Source: an optimization exercise on an open RTL-to-GDS flow (aim: small area, a short achievable clock period and few clock cycles). Production flows keep margins and buffers that such runs may drop. RTL that was checked went through simulation tests only; none was proved equivalent to the original. Power and IR drop assume default switching activity.

==> build 22: inputs <==
==> flow/design.v (excerpt) <==
module HW2_divider(Clk, Rst, St, Divisor, Dividend, Quotient, Remainder, Overflow, Done);
==> module HW2_divider, before the edit <==
module HW2_divider(Clk, Rst, St, Divisor, Dividend, Quotient, Remainder, Overflow, Done);
	input Clk, Rst, St;
	input [15:0] Divisor;
	input [15:0] Dividend;
	output [15:0] Quotient;
	output [15:0] Remainder;
	output Overflow;
	output reg Done;
	reg [15:0] R;      
	reg [15:0] D;      
	reg [15:0] Q;      
	reg [3:0] cnt;     
	reg nrm;           
	reg ovf;
	wire z8 = ~|D[15:8];
	wire [15:0] n1 = z8 ? {D[7:0], 8'b0} : D;
	wire z4 = ~|n1[15:12];
	wire [15:0] n2 = z4 ? {n1[11:0], 4'b0} : n1;
	wire z2 = ~|n2[15:14];
	wire [15:0] n3 = z2 ? {n2[13:0], 2'b0} : n2;
	wire z1 = ~n3[15];
	wire [15:0] n4 = z1 ? {n3[14:0], 1'b0} : n3;
	wire [16:0] diff = {1'b0, R} - {1'b0, D};
	wire ge = ~diff[16];
	assign Quotient = Q;
	assign Remainder = R;
	assign Overflow = ovf;
	always @(posedge Clk) begin
		if (Rst) begin
			Done <= 1'b1;
			nrm <= 1'b0;
		end else if (Done) begin
			D <= Divisor;
			if (St) begin
				Done <= 1'b0;
				nrm <= 1'b1;
				R <= Dividend;
			end
		end else if (nrm) begin
			nrm <= 1'b0;
			D <= n4;
			cnt <= {z8, z4, z2, z1};
			Q <= 16'd0;
			ovf <= ~n4[15];
			if (~n4[15]) Done <= 1'b1;
		end else begin
			if (ge) R <= diff[15:0];
			Q <= {Q[14:0], ge};
			D <= {1'b0, D[15:1]};
			cnt <= cnt - 4'd1;
			if (cnt == 4'd0) Done <= 1'b1;
		end
	end
endmodule
==> flow/config.mk <==
export PLATFORM = sky130hd
export DESIGN_NAME = HW2_divider
export DESIGN_NICKNAME = HW2_divider
export VERILOG_FILES = /design/flow/design.v
export SDC_FILE = /design/flow/constraint.sdc
export NUM_CORES = 4
export LEC_CHECK = 0
export ABC_CLOCK_PERIOD_IN_PS = 2000
export CAP_MARGIN = 20
export CORE_MARGIN = 2
export CORE_UTILIZATION = 40
export SETUP_SLACK_MARGIN = 3.5
export SLEW_MARGIN = 20
==> flow/constraint.sdc <==
create_clock -name core_clock -period 6.0 [get_ports {Clk}]
set_input_delay 1.2000 -clock core_clock [delete_from_list [all_inputs] [get_ports {Clk}]]
set_output_delay 1.2000 -clock core_clock [all_outputs]
set_load 0.01 [all_outputs]
run.sh (not shown) runs the stock make flow with config.mk's settings and CLKGATE_MAP_FILE= SYNTH_SCRIPT=/design/flow/synth_recipe.tcl, a recipe that flattens the netlist after the stock synthesis.
==> inputs of build 61, as changes to build 22 <==
==> flow/design.v (replaced) <==
module HW2_divider(Clk, Rst, St, Divisor, Dividend, Quotient, Remainder, Overflow, Done);
	input Clk, Rst, St;
	input [15:0] Divisor;
	input [15:0] Dividend;
	output [15:0] Quotient;
	output [15:0] Remainder;
	output Overflow;
	output reg Done;
	reg [15:0] R;      
	reg [15:0] Bn;     
	wire [15:0] B = ~Bn;
	reg [15:0] Q;      
	reg [2:0] cnt;     
	reg ovf;
	reg [2:0] e;
	always @(*) begin
		casez (Divisor)
			16'b1???????????????, 16'b01??????????????: e = 3'd0;
			16'b001?????????????, 16'b0001????????????: e = 3'd1;
			16'b00001???????????, 16'b000001??????????: e = 3'd2;
			16'b0000001?????????, 16'b00000001????????: e = 3'd3;
			16'b000000001???????, 16'b0000000001??????: e = 3'd4;
			16'b00000000001?????, 16'b000000000001????: e = 3'd5;
			16'b0000000000001???, 16'b00000000000001??: e = 3'd6;
			default: e = 3'd7;
		endcase
	end
	wire [15:0] n1 = e[2] ? {Divisor[7:0], 8'b0} : Divisor;
	wire [15:0] n2 = e[1] ? {n1[11:0], 4'b0} : n1;
	wire [15:0] n3 = e[0] ? {n2[13:0], 2'b0} : n2;
	wire [17:0] d1 = {2'b0, R} - {2'b0, B};
	wire [17:0] d2 = {2'b0, R} - {1'b0, B, 1'b0};
	wire [18:0] ca = {3'b0, R};
	wire [18:0] cb = ~{3'b0, B};
	wire [18:0] cc = ~{2'b0, B, 1'b0};
	wire [18:0] cs = ca ^ cb ^ cc;
	wire [18:0] cy = {(ca[17:0] & cb[17:0]) | (ca[17:0] & cc[17:0]) | (cb[17:0] & cc[17:0]), 1'b1};
	wire [18:0] d3 = cs + cy + 19'd1;
	wire ge1 = ~d1[17];
	wire ge2 = ~d2[17];
	wire ge3 = ~d3[18];
	wire s3 = ge3;
	wire s2 = ge2 & ~ge3;
	wire s1 = ge1 & ~ge2;
	wire s0 = ~ge1;
	wire [15:0] rn = ({16{s3}} & d3[15:0]) | ({16{s2}} & d2[15:0]) |
	                 ({16{s1}} & d1[15:0]) | ({16{s0}} & R);
	assign Quotient = Q;
	assign Remainder = R;
	assign Overflow = ovf;
	always @(posedge Clk) begin
		if (Rst)
			Done <= 1'b1;
		else if (Done)
			Done <= ~St;
		else if (cnt == 3'd0 || ovf)
			Done <= 1'b1;
	end
	always @(posedge Clk) begin
		if (Done) begin
			Bn <= ~n3;
			cnt <= e;
			if (St) begin
				R <= Dividend;
				Q <= 16'd0;
				ovf <= ~|Divisor;
			end
		end else begin
			R <= rn;
			Q <= {Q[13:0], ge2, ge3 | (ge1 & ~ge2)};
			Bn <= {2'b11, Bn[15:2]};
			cnt <= cnt - 3'd1;
		end
	end
endmodule
==> flow/flow/run.sh (new file) <==
#!/bin/bash
# The standard layout, with each port buffered by a small buffer instead of
# the delay cell that buffer_ports picks by default, and synthesis leaves
# adders to abc instead of mapping them to fa/ha cells.
set -euo pipefail
bash standard.sh "BUFFER_PORTS_ARGS=-buffer_cell sky130_fd_sc_hd__buf_1" "ADDER_MAP_FILE=" finish > standard.log 2>&1
==> flow/standard.sh (new file) <==
#!/bin/bash
# synth_recipe.tcl (not shown) runs the flow's synth.tcl, then flattens the netlist and writes it again
# the make line also repeats each setting of config.mk as NAME=value (left out here)
make -C /OpenROAD-flow-scripts/flow DESIGN_CONFIG=/design/flow/config.mk WORK_HOME=/design/flow/orfs CLKGATE_MAP_FILE= SYNTH_SCRIPT=/design/flow/synth_recipe.tcl "${@:-finish}"
Settings changed: ABC_AREA set to 1, SETUP_SLACK_MARGIN 3.5 to 3.3.
removed: flow/run.sh
==> inputs of build 7, as changes to build 22 <==
==> flow/design.v (replaced) <==
module HW2_divider(Clk, Rst, St, Divisor, Dividend, Quotient, Remainder, Overflow, Done);
	input Clk, Rst, St;
	input [15:0] Divisor;
	input [15:0] Dividend;
	output [15:0] Quotient;
	output [15:0] Remainder;
	output Overflow;
	output reg Done;
	reg [15:0] R;      
	reg [15:0] B;      
	reg [15:0] Q;      
	reg [2:0] cnt;     
	reg ovf;
	reg [2:0] e;
	always @(*) begin
		casez (Divisor)
			16'b1???????????????, 16'b01??????????????: e = 3'd0;
			16'b001?????????????, 16'b0001????????????: e = 3'd1;
			16'b00001???????????, 16'b000001??????????: e = 3'd2;
			16'b0000001?????????, 16'b00000001????????: e = 3'd3;
			16'b000000001???????, 16'b0000000001??????: e = 3'd4;
			16'b00000000001?????, 16'b000000000001????: e = 3'd5;
			16'b0000000000001???, 16'b00000000000001??: e = 3'd6;
			default: e = 3'd7;
		endcase
	end
	wire [15:0] n1 = e[2] ? {Divisor[7:0], 8'b0} : Divisor;
	wire [15:0] n2 = e[1] ? {n1[11:0], 4'b0} : n1;
	wire [15:0] n3 = e[0] ? {n2[13:0], 2'b0} : n2;
	wire [17:0] d1 = {2'b0, R} - {2'b0, B};
	wire [17:0] d2 = {2'b0, R} - {1'b0, B, 1'b0};
	wire [18:0] ca = {3'b0, R};
	wire [18:0] cb = ~{3'b0, B};
	wire [18:0] cc = ~{2'b0, B, 1'b0};
	wire [18:0] cs = ca ^ cb ^ cc;
	wire [18:0] cy = {(ca[17:0] & cb[17:0]) | (ca[17:0] & cc[17:0]) | (cb[17:0] & cc[17:0]), 1'b1};
	wire [18:0] d3 = cs + cy + 19'd1;
	wire ge1 = ~d1[17];
	wire ge2 = ~d2[17];
	wire ge3 = ~d3[18];
	wire s3 = ge3;
	wire s2 = ge2 & ~ge3;
	wire s1 = ge1 & ~ge2;
	wire s0 = ~ge1;
	wire [15:0] rn = ({16{s3}} & d3[15:0]) | ({16{s2}} & d2[15:0]) |
	                 ({16{s1}} & d1[15:0]) | ({16{s0}} & R);
	assign Quotient = Q;
	assign Remainder = R;
	assign Overflow = ovf;
	always @(posedge Clk) begin
		if (Rst)
			Done <= 1'b1;
		else if (Done)
			Done <= ~St;
		else if (cnt == 3'd0 || ovf)
			Done <= 1'b1;
	end
	always @(posedge Clk) begin
		if (Done) begin
			B <= n3;
			cnt <= e;
			if (St) begin
				R <= Dividend;
				Q <= 16'd0;
				ovf <= ~|Divisor;
			end
		end else begin
			R <= rn;
			Q <= {Q[13:0], ge2, ge3 | (ge1 & ~ge2)};
			B <= {2'b0, B[15:2]};
			cnt <= cnt - 3'd1;
		end
	end
endmodule
==> flow/flow/run.sh (new file) <==
#!/bin/bash
# The standard layout, with each port buffered by a small buffer instead of
# the delay cell that buffer_ports picks by default.
set -euo pipefail
bash standard.sh "BUFFER_PORTS_ARGS=-buffer_cell sky130_fd_sc_hd__buf_1" finish > standard.log 2>&1
==> flow/standard.sh (new file) <==
#!/bin/bash
# synth_recipe.tcl (not shown) runs the flow's synth.tcl, then flattens the netlist and writes it again
# the make line also repeats each setting of config.mk as NAME=value (left out here)
make -C /OpenROAD-flow-scripts/flow DESIGN_CONFIG=/design/flow/config.mk WORK_HOME=/design/flow/orfs CLKGATE_MAP_FILE= SYNTH_SCRIPT=/design/flow/synth_recipe.tcl "${@:-finish}"
Settings changed: SETUP_SLACK_MARGIN 3.5 to 2.5.
removed: flow/run.sh
==> run_results.csv <==
group,metric,value,unit
run_status,status,"timing/DRC/antenna clean",
detailed_routing,avgViaCountPerCell,5.54,
power_and_ir_drop,p_leak,2.27,nW
setup_path,r2r-start,"D[2]",
layout,area_growth,49.2,%
synth,synth_cells,400,
setup_path,ff2ff_path_depth,10,
power_and_ir_drop,p_int,791,uW
setup_path,path_depth,10,
clocking,clkSinkCount,55,
setup_path,cpPeakStageDelay,440,ps
timing,hold_ws,581,ps
layout,layout_commonest_cell,"buf_4",
synth,yosysMostFrequentCell,"edfxtp_1",
setup_path,crit_fanout,8,
# the run above: build 22

==> run_results.csv <==
group,metric,value,unit
run_status,status,"timing/DRC/antenna clean",
global_route,grt_pass1_wl,23100,um
setup_path,cpPeakStageDelay,510,ps
synth,synth_cells,562,
setup_path,ff2ff_path_depth,10,
detailed_routing,avgViaCountPerCell,5.78,
setup_path,r2r-start,"R[2]",
synth,yosysMostFrequentCell,"ha_1",
floorplan,taps,172,
setup_path,crit_fanout,10,
timing,layout_setup_ws,2550,ps
power_and_ir_drop,p_int,1.24,mW
layout,area_growth,17.1,%
timing,hold_ws,446,ps
clocking,clkSinkCount,53,
layout,layout_commonest_cell,"buf_1",
# the run above: build 7

==> run_results.csv <==
group,metric,value,unit
layout,multi_input_area,3930,um2
setup_path,ff2ff_path_depth,20,
setup_path,r2r-start,"R[2]",
timing,hold_ws,481,ps
setup_path,cpPeakStageDelay,360,ps
run_status,status,"timing/DRC/antenna clean",
synth,synth_cells,979,
layout,seq_area_share,20.5,%
layout,layout_commonest_cell,"nand2_1",
detailed_routing,avgViaCountPerCell,5.10,
power_and_ir_drop,p_leak,3.39,nW
power_and_ir_drop,p_int,1.05,mW
setup_path,crit_fanout,11,
floorplan,die_w,124,um
synth,yosysMostFrequentCell,"nand2_1",
setup_path,path_depth,13,
# the run above: build 61

Testbench counts of build 61, summed over its fixed seeds: cycles 47,499.
Testbench counts of build 7, summed over its fixed seeds: cycles 47,499.
Only the layout flow was run in build 22; the RTL was not checked for function there.

==> inputs of try-garnet <==
HW2_divider with an RTL version that a note above also has.
==> module HW2_divider, before the edit <==
module HW2_divider(Clk, Rst, St, Divisor, Dividend, Quotient, Remainder, Overflow, Done);
	input Clk, Rst, St;
	input [15:0] Divisor;
	input [15:0] Dividend;
	output [15:0] Quotient;
	output [15:0] Remainder;
	output Overflow;
	output reg Done;
	reg [15:0] R;      
	reg [15:0] B;      
	reg [15:0] Q;      
	reg [2:0] cnt;     
	reg ovf;
	reg [2:0] e;
	always @(*) begin
		casez (Divisor)
			16'b1???????????????, 16'b01??????????????: e = 3'd0;
			16'b001?????????????, 16'b0001????????????: e = 3'd1;
			16'b00001???????????, 16'b000001??????????: e = 3'd2;
			16'b0000001?????????, 16'b00000001????????: e = 3'd3;
			16'b000000001???????, 16'b0000000001??????: e = 3'd4;
			16'b00000000001?????, 16'b000000000001????: e = 3'd5;
			16'b0000000000001???, 16'b00000000000001??: e = 3'd6;
			default: e = 3'd7;
		endcase
	end
	wire [15:0] n1 = e[2] ? {Divisor[7:0], 8'b0} : Divisor;
	wire [15:0] n2 = e[1] ? {n1[11:0], 4'b0} : n1;
	wire [15:0] n3 = e[0] ? {n2[13:0], 2'b0} : n2;
	wire [17:0] d1 = {2'b0, R} - {2'b0, B};
	wire [17:0] d2 = {2'b0, R} - {1'b0, B, 1'b0};
	wire [18:0] ca = {3'b0, R};
	wire [18:0] cb = ~{3'b0, B};
	wire [18:0] cc = ~{2'b0, B, 1'b0};
	wire [18:0] cs = ca ^ cb ^ cc;
	wire [18:0] cy = {(ca[17:0] & cb[17:0]) | (ca[17:0] & cc[17:0]) | (cb[17:0] & cc[17:0]), 1'b1};
	wire [18:0] d3 = cs + cy + 19'd1;
	wire ge1 = ~d1[17];
	wire ge2 = ~d2[17];
	wire ge3 = ~d3[18];
	wire s3 = ge3;
	wire s2 = ge2 & ~ge3;
	wire s1 = ge1 & ~ge2;
	wire s0 = ~ge1;
	wire [15:0] rn = ({16{s3}} & d3[15:0]) | ({16{s2}} & d2[15:0]) |
	                 ({16{s1}} & d1[15:0]) | ({16{s0}} & R);
	assign Quotient = Q;
	assign Remainder = R;
	assign Overflow = ovf;
	always @(posedge Clk) begin
		if (Rst)
			Done <= 1'b1;
		else if (Done)
			Done <= ~St;
		else if (cnt == 3'd0 || ovf)
			Done <= 1'b1;
	end
	always @(posedge Clk) begin
		if (Done) begin
			B <= n3;
			cnt <= e;
			if (St) begin
				R <= Dividend;
				Q <= 16'd0;
				ovf <= ~|Divisor;
			end
		end else begin
			R <= rn;
			Q <= {Q[13:0], ge2, ge3 | (ge1 & ~ge2)};
			B <= {2'b0, B[15:2]};
			cnt <= cnt - 3'd1;
		end
	end
endmodule
==> flow/config.mk <==
export PLATFORM = sky130hd
export DESIGN_NAME = HW2_divider
export DESIGN_NICKNAME = HW2_divider
export VERILOG_FILES = /design/flow/design.v
export SDC_FILE = /design/flow/constraint.sdc
export NUM_CORES = 4
export LEC_CHECK = 0
export ABC_CLOCK_PERIOD_IN_PS = 2000
export CAP_MARGIN = 20
export CORE_MARGIN = 2
export CORE_UTILIZATION = 40
export SETUP_SLACK_MARGIN = 2
export SLEW_MARGIN = 20
==> flow/constraint.sdc <==
create_clock -name core_clock -period 6.0 [get_ports {Clk}]
set_input_delay 1.2000 -clock core_clock [delete_from_list [all_inputs] [get_ports {Clk}]]
set_output_delay 1.2000 -clock core_clock [all_outputs]
set_load 0.01 [all_outputs]
standard.sh (not shown) runs the stock make flow with config.mk's settings and CLKGATE_MAP_FILE= SYNTH_SCRIPT=/design/flow/synth_recipe.tcl, a recipe that flattens the netlist after the stock synthesis.
==> flow/flow/run.sh <==
#!/bin/bash
# The standard layout, with each port buffered by a small buffer instead of
# the delay cell that buffer_ports picks by default.
set -euo pipefail
bash standard.sh "BUFFER_PORTS_ARGS=-buffer_cell sky130_fd_sc_hd__buf_1" finish > standard.log 2>&1
==> inputs of try-violet, as changes to try-garnet <==
==> flow/design.v, changed modules only <==
module HW2_divider(Clk, Rst, St, Divisor, Dividend, Quotient, Remainder, Overflow, Done);
	input Clk, Rst, St;
	input [15:0] Divisor;
	input [15:0] Dividend;
	output [15:0] Quotient;
	output [15:0] Remainder;
	output Overflow;
	output reg Done;
	reg [15:0] R;      
	reg [15:0] D;      
	reg [15:0] Q;      
	reg [3:0] cnt;     
	reg ovf;
	wire z8 = ~|Divisor[15:8];
	wire [15:0] n1 = z8 ? {Divisor[7:0], 8'b0} : Divisor;
	wire z4 = ~|n1[15:12];
	wire [15:0] n2 = z4 ? {n1[11:0], 4'b0} : n1;
	wire z2 = ~|n2[15:14];
	wire [15:0] n3 = z2 ? {n2[13:0], 2'b0} : n2;
	wire z1 = ~n3[15];
	wire [15:0] n4 = z1 ? {n3[14:0], 1'b0} : n3;
	wire [16:0] diff = {1'b0, R} - {1'b0, D};
	wire ge = ~diff[16];
	assign Quotient = Q;
	assign Remainder = R;
	assign Overflow = ovf;
	always @(posedge Clk) begin
		if (Rst)
			Done <= 1'b1;
		else if (Done)
			Done <= ~St;
		else if (cnt == 4'd0 || ovf)
			Done <= 1'b1;
	end
	always @(posedge Clk) begin
		if (Done) begin
			D <= n4;
			cnt <= {z8, z4, z2, z1};
			if (St) begin
				R <= Dividend;
				Q <= 16'd0;
				ovf <= ~|Divisor;
			end
		end else begin
			if (ge) R <= diff[15:0];
			Q <= {Q[14:0], ge};
			D <= {1'b0, D[15:1]};
			cnt <= cnt - 4'd1;
		end
	end
endmodule
--- a/flow/config.mk
+++ b/flow/config.mk
@@ -7,7 +7,8 @@
 export LEC_CHECK = 0
+export ABC_AREA = 1
 export ABC_CLOCK_PERIOD_IN_PS = 2000
-export CAP_MARGIN = 20
+export CAP_MARGIN = 0
 export CORE_MARGIN = 2
 export CORE_UTILIZATION = 40
-export SETUP_SLACK_MARGIN = 2
-export SLEW_MARGIN = 20
+export SETUP_SLACK_MARGIN = 3.3
+export SLEW_MARGIN = 0
==> inputs of try-tundra, as changes to try-garnet <==
--- a/flow/config.mk
+++ b/flow/config.mk
@@ -7,2 +7,3 @@
 export LEC_CHECK = 0
+export ABC_AREA = 1
 export ABC_CLOCK_PERIOD_IN_PS = 2000
==> inputs of try-ember, as changes to try-garnet <==
==> flow/design.v, changed modules only <==
module HW2_divider(Clk, Rst, St, Divisor, Dividend, Quotient, Remainder, Overflow, Done);
	input Clk, Rst, St;
	input [15:0] Divisor;
	input [15:0] Dividend;
	output [15:0] Quotient;
	output [15:0] Remainder;
	output Overflow;
	output reg Done;
	reg [15:0] R;      
	reg [15:0] D;      
	reg [15:0] Q;      
	reg ovf;
	wire z8 = ~|Divisor[15:8];
	wire [15:0] n1 = z8 ? {Divisor[7:0], 8'b0} : Divisor;
	wire z4 = ~|n1[15:12];
	wire [15:0] n2 = z4 ? {n1[11:0], 4'b0} : n1;
	wire z2 = ~|n2[15:14];
	wire [15:0] n3 = z2 ? {n2[13:0], 2'b0} : n2;
	wire z1 = ~n3[15];
	wire [15:0] n4 = z1 ? {n3[14:0], 1'b0} : n3;
	wire [15:0] lead;
	genvar k;
	generate
		for (k = 0; k < 16; k = k + 1) begin : g_lead
			if (k == 15) begin : g_top
				assign lead[k] = Divisor[k];
			end else begin : g_low
				assign lead[k] = Divisor[k] & ~|Divisor[15:k+1];
			end
		end
	endgenerate
	wire [16:0] d1 = {1'b0, R} - {1'b0, D};          
	wire [16:0] dh = {1'b0, R} - {2'b0, D[15:1]};    
	wire c1 = ~d1[16];
	wire c2 = ~dh[16];
	wire last = Q[15];           
	wire two = ~c1 & ~last;      
	assign Quotient = Q;
	assign Remainder = R;
	assign Overflow = ovf;
	always @(posedge Clk) begin
		if (Rst)
			Done <= 1'b1;
		else if (Done)
			Done <= ~St;
		else if (ovf || (two ? Q[14] : Q[15]))
			Done <= 1'b1;
	end
	always @(posedge Clk) begin
		if (Done) begin
			D <= n4;
			if (St) begin
				R <= Dividend;
				Q <= lead;
				ovf <= ~|Divisor;
			end
		end else begin
			if (c1)
				R <= d1[15:0];
			else if (two && c2)
				R <= dh[15:0];
			if (two) begin
				Q <= {Q[13:0], 1'b0, c2};
				D <= {2'b0, D[15:2]};
			end else begin
				Q <= {Q[14:0], c1};
				D <= {1'b0, D[15:1]};
			end
		end
	end
endmodule
--- a/flow/config.mk
+++ b/flow/config.mk
@@ -7,2 +7,3 @@
 export LEC_CHECK = 0
+export ABC_AREA = 1
 export ABC_CLOCK_PERIOD_IN_PS = 2000
@@ -11,3 +12,3 @@
 export CORE_UTILIZATION = 40
-export SETUP_SLACK_MARGIN = 2
+export SETUP_SLACK_MARGIN = 3.3
 export SLEW_MARGIN = 20
==> run summary <==
Outcome: try-garnet timing/DRC/antenna clean; try-violet timing/DRC/antenna clean; try-ember timing/DRC/antenna clean; try-tundra timing/DRC/antenna clean
Clock power share: try-garnet 0.144; try-violet 0.202; try-ember 0.109; try-tundra 0.120
Most common cell after layout, fill and taps aside: try-garnet sky130_fd_sc_hd__buf_1; try-violet sky130_fd_sc_hd__nand2_1; try-ember sky130_fd_sc_hd__nand2_1; try-tundra sky130_fd_sc_hd__nand2_1
Nets@finish: try-garnet 724; try-violet 591; try-ember 867; try-tundra 1047
Part of the total power dissipated in combinational logic: try-garnet 0.620; try-violet 0.358; try-ember 0.676; try-tundra 0.688
Max Fanout on Critical Path: try-garnet 6; try-violet 14; try-ember 6; try-tundra 6
Pre-CTS setup slack: try-garnet 2.03 ns; try-violet 2.97 ns; try-ember 2.42 ns; try-tundra 2.81 ns
GR Util met2: try-garnet 0.369; try-violet 0.290; try-ember 0.389; try-tundra 0.353
Hold-critical path endpoint: try-garnet cnt[0]$_DFF_P_; try-violet cnt[0]$_DFF_P_; try-ember D[14]$_DFF_P_; try-tundra cnt[0]$_DFF_P_
Psw: try-garnet 939 uW; try-violet 410 uW; try-ember 1.28 mW; try-tundra 1.44 mW
Number of gates resized after cts: try-garnet 0; try-violet 2; try-ember 28; try-tundra 0
Violation count after the first detailed-routing iteration: try-garnet 299; try-violet 94; try-ember 329; try-tundra 301
Site row count: try-garnet 41; try-violet 34; try-ember 40; try-tundra 44
Amount of wire on met3 after detailed routing: try-garnet 812 um; try-violet 272 um; try-ember 857 um; try-tundra 854 um
Testbench counts of try-garnet, summed over its fixed seeds: cycles 47,499.
Testbench counts of try-violet, summed over its fixed seeds: cycles 83,106.
Testbench counts of try-tundra, summed over its fixed seeds: cycles 47,499.
Only the layout flow was run in try-ember; the RTL was not checked for function there.

==> afterwards: timing with drivers on the ports <==
The results above use ideal ports. As a check the final layouts listed here were re-extracted and re-timed, cells and wires unchanged. Step 1, drivers: a clkbuf_16 drives Clk and a buf_2 each remaining input, both assumed. Step 2 adds t to the input delays and takes it off the output delays; t is the mean of the earliest and latest rising clock arrival at the registers after step 1. Input paths then give back, and output paths get back, about the clock's delay inside the block. Three values: no drivers, after step 1, after step 2; two values: the first two.
run | shift t [ns] | slack for setup (ns) | hold WS [ns]
build 22 | 0.347 | 3.258 / 3.258 / 3.133 | 0.581 / 0.581 / 0.581
build 61 | 0.353 | 3.155 / 3.163 / 2.809 | 0.481 / 0.481 / 0.481
build 7 | 0.350 | 2.552 / 2.552 / 2.430 | 0.446 / 0.446 / 0.446
try-garnet | 0.347 | 2.259 / 2.259 / 2.259 | 0.446 / 0.446 / 0.446
try-violet | 0.340 | 3.481 / 3.489 / 3.149 | 0.438 / 0.438 / 0.438
try-tundra | 0.353 | 2.905 / 2.905 / 2.791 | 0.457 / 0.457 / 0.457
try-ember | 0.330 | 3.287 / 3.293 / 2.963 | 0.494 / 0.494 / 0.494
After both steps every run listed still meets setup and hold. The setup slack of build 61, which loses most, moves by +0.008 ns with the drivers and by -0.346 ns with both steps.
